From an optimization exercise on the open Yosys and OpenROAD flow, aimed at small area, a short achievable clock period and few clock cycles; shortcuts taken in it are not production practice.
RTL that was checked went through simulation tests only; none was proved equivalent to the original.

==> flow/design.v (excerpt) <==
module cpu_core(
    input           clk,
    input           rst_n,
    output [31:0]   imem_addr,
    input  [31:0]   imem_rdata,
    output [31:0]   dmem_addr,
    output          dmem_we,
    output [3:0]    dmem_wstrb,
    output [31:0]   dmem_wdata,
    input  [31:0]   dmem_rdata
);
    reg  [31:0] pc;
    assign imem_addr = pc;
    wire [31:0] ins = imem_rdata;
    wire [5:0]  op  = ins[31:26];
    wire [4:0]  rs  = ins[25:21];
    wire [4:0]  rt  = ins[20:16];
    wire [4:0]  rd  = ins[15:11];
    wire [4:0]  sa  = ins[10:6];
    wire [5:0]  fn  = ins[5:0];
    wire R      = (op == 6'b000000);
    wire J      = (op[5:1] == 5'b00001);
    wire REGIMM = (op == 6'b000001);
    wire SP3    = (op == 6'b011111);
    wire nal_bal = REGIMM && (rt[4:1] == 4'b1000);
    wire bshfl  = SP3 && (fn == 6'b100000);
    reg wr_r, wr_i;
    always @* begin
        casez (fn)
            6'b000???: wr_r = 1'b1;
            6'b0010??: wr_r = 1'b1;
            6'b0110??: wr_r = 1'b1;
            6'b10????: wr_r = 1'b1;
            6'b1101?1: wr_r = 1'b1;
            default:   wr_r = 1'b0;
        endcase
        casez (op)
            6'b000011: wr_i = 1'b1;
            6'b001???: wr_i = 1'b1;
            6'b100???: wr_i = 1'b1;
            6'b011111: wr_i = 1'b1;
            default:   wr_i = 1'b0;
        endcase
    end
    wire [4:0] dst  = (R || bshfl) ? rd : ((op == 6'b000011 || nal_bal) ? 5'd31 : rt);
    wire       d_rw = ((R && wr_r) || wr_i || nal_bal) && (dst != 5'd0);
    wire d_load  = (op[5:3] == 3'b100);
    wire d_store = (op[5:2] == 4'b1010) || (op == 6'b101110) || (op[5:3] == 3'b111);
    wire d_set   = (op[5:1] == 5'b00101) || (R && fn[5:1] == 5'b10101);
    wire d_md    = R && (fn[5:2] == 4'b0110);
    wire d_ismul = ~fn[1];
  ...
clock: 13.0 ns
lec_check: 0
cap_margin: 10
core_margin: 2
core_utilization: 50
cts_buf_list: sky130_fd_sc_hd__clkbuf_4 sky130_fd_sc_hd__clkbuf_8
place_density: 0.65
setup_slack_margin: 5
slew_margin: 10
standard.sh (not shown) runs the stock make flow with config.mk's settings and CLKGATE_MAP_FILE= SYNTH_SCRIPT=/design/flow/synth_recipe.tcl, a recipe that flattens the netlist after the stock synthesis.
==> flow/flow/run.sh <==
#!/bin/bash
set -euo pipefail
bash standard.sh SETUP_SLACK_MARGIN=7.3 MATCH_CELL_FOOTPRINT=0 \
  "BUFFER_PORTS_ARGS=-buffer_cell sky130_fd_sc_hd__buf_2" finish > run_standard.log 2>&1
Edit:
--- a/flow/design.v
+++ b/flow/design.v
@@ -407,15 +407,19 @@
     wire [4:0]  rt_id  = (op == 6'b000011 || nal_bal) ? 5'd31 : rt;
     wire        ldh    = ex_load && ex_rw;
     wire        ld_use = ldh && (ex_dst == rs || ex_dst == rt_id)
                        && !(d_store && ex_dst == rt_id);
     wire        pend = md_busy || (e_md && !e_fast);
     wire [4:0]  pdst = md_busy ? md_dst : ex_dst;
     wire        prw  = md_busy ? md_qrw : ex_rw;
-    wire        md_hz = pend && (d_md || (prw && (rs == pdst || rt == pdst) && !md_ready));
+    wire        rd_rs = !J;
+    wire        rd_rt = R || (op[5:1] == 5'b00010) || d_store || SP3;
+    wire        md_raw = prw && ((rd_rs && rs == pdst) || (rd_rt && rt == pdst)) && !md_ready;
+    wire        md_full = md_busy ? !md_wr : (e_md && !e_fast);
+    wire        md_hz = pend && md_raw || d_md && md_full;
     wire        waw   = pend && prw && d_rw && dst == pdst;
     wire        wrap   = (pc == 32'h00008000);
     wire        drop   = wrap && (ld_use || e_md);
     wire        hold   = !drop && (ld_use || md_hz);    
     wire        kill   = drop || hold;                   
     wire        cancel = waw && !kill;
     reg [31:0] e_a, e_b;
Result: Cell area hardly moves; wire length went up by 1.2%; global-route usage went up by 0.70 points; clock-buffer cell count increases by 3; area after synthesis decreases by 0.54%; first-iteration DRC count shrinks by 2.1%.
Testbench counts after the change, summed over its fixed seeds: cycles 76,130.
No functional check of the RTL was part of the first run of this note.

-- re-timing with driven ports --
In the flow no input, the clock included, has a driving cell. The finished layouts below were timed again as built, in two steps. Step 1 (the two cells are an assumption about what drives the block):
set clk [get_ports {clk}]
set_driving_cell -lib_cell sky130_fd_sc_hd__clkbuf_16 $clk
set_driving_cell -lib_cell sky130_fd_sc_hd__buf_2 [delete_from_list [all_inputs] $clk]
Step 2 moves the port delays by t, midway between the first and last clock arrival at a register: inputs arrive t later, outputs are due t later. That takes back most of the time a late clock gives input paths. Three values: ideal, step 1, step 2; two values: the first two.
run | shift t [ns] | setup slack, ns | worst register clock-pin slew, ns
the first run | 1.154 | 6.929 / 6.995 / 5.841 | 0.07 / 0.07
the second run | 1.144 | 7.025 / 6.960 / 5.816 | 0.08 / 0.08
After both steps every run listed still meets setup and hold. For the second run, which loses most, drivers alone change the setup slack by -0.065 ns; drivers and shift together by -1.209 ns.
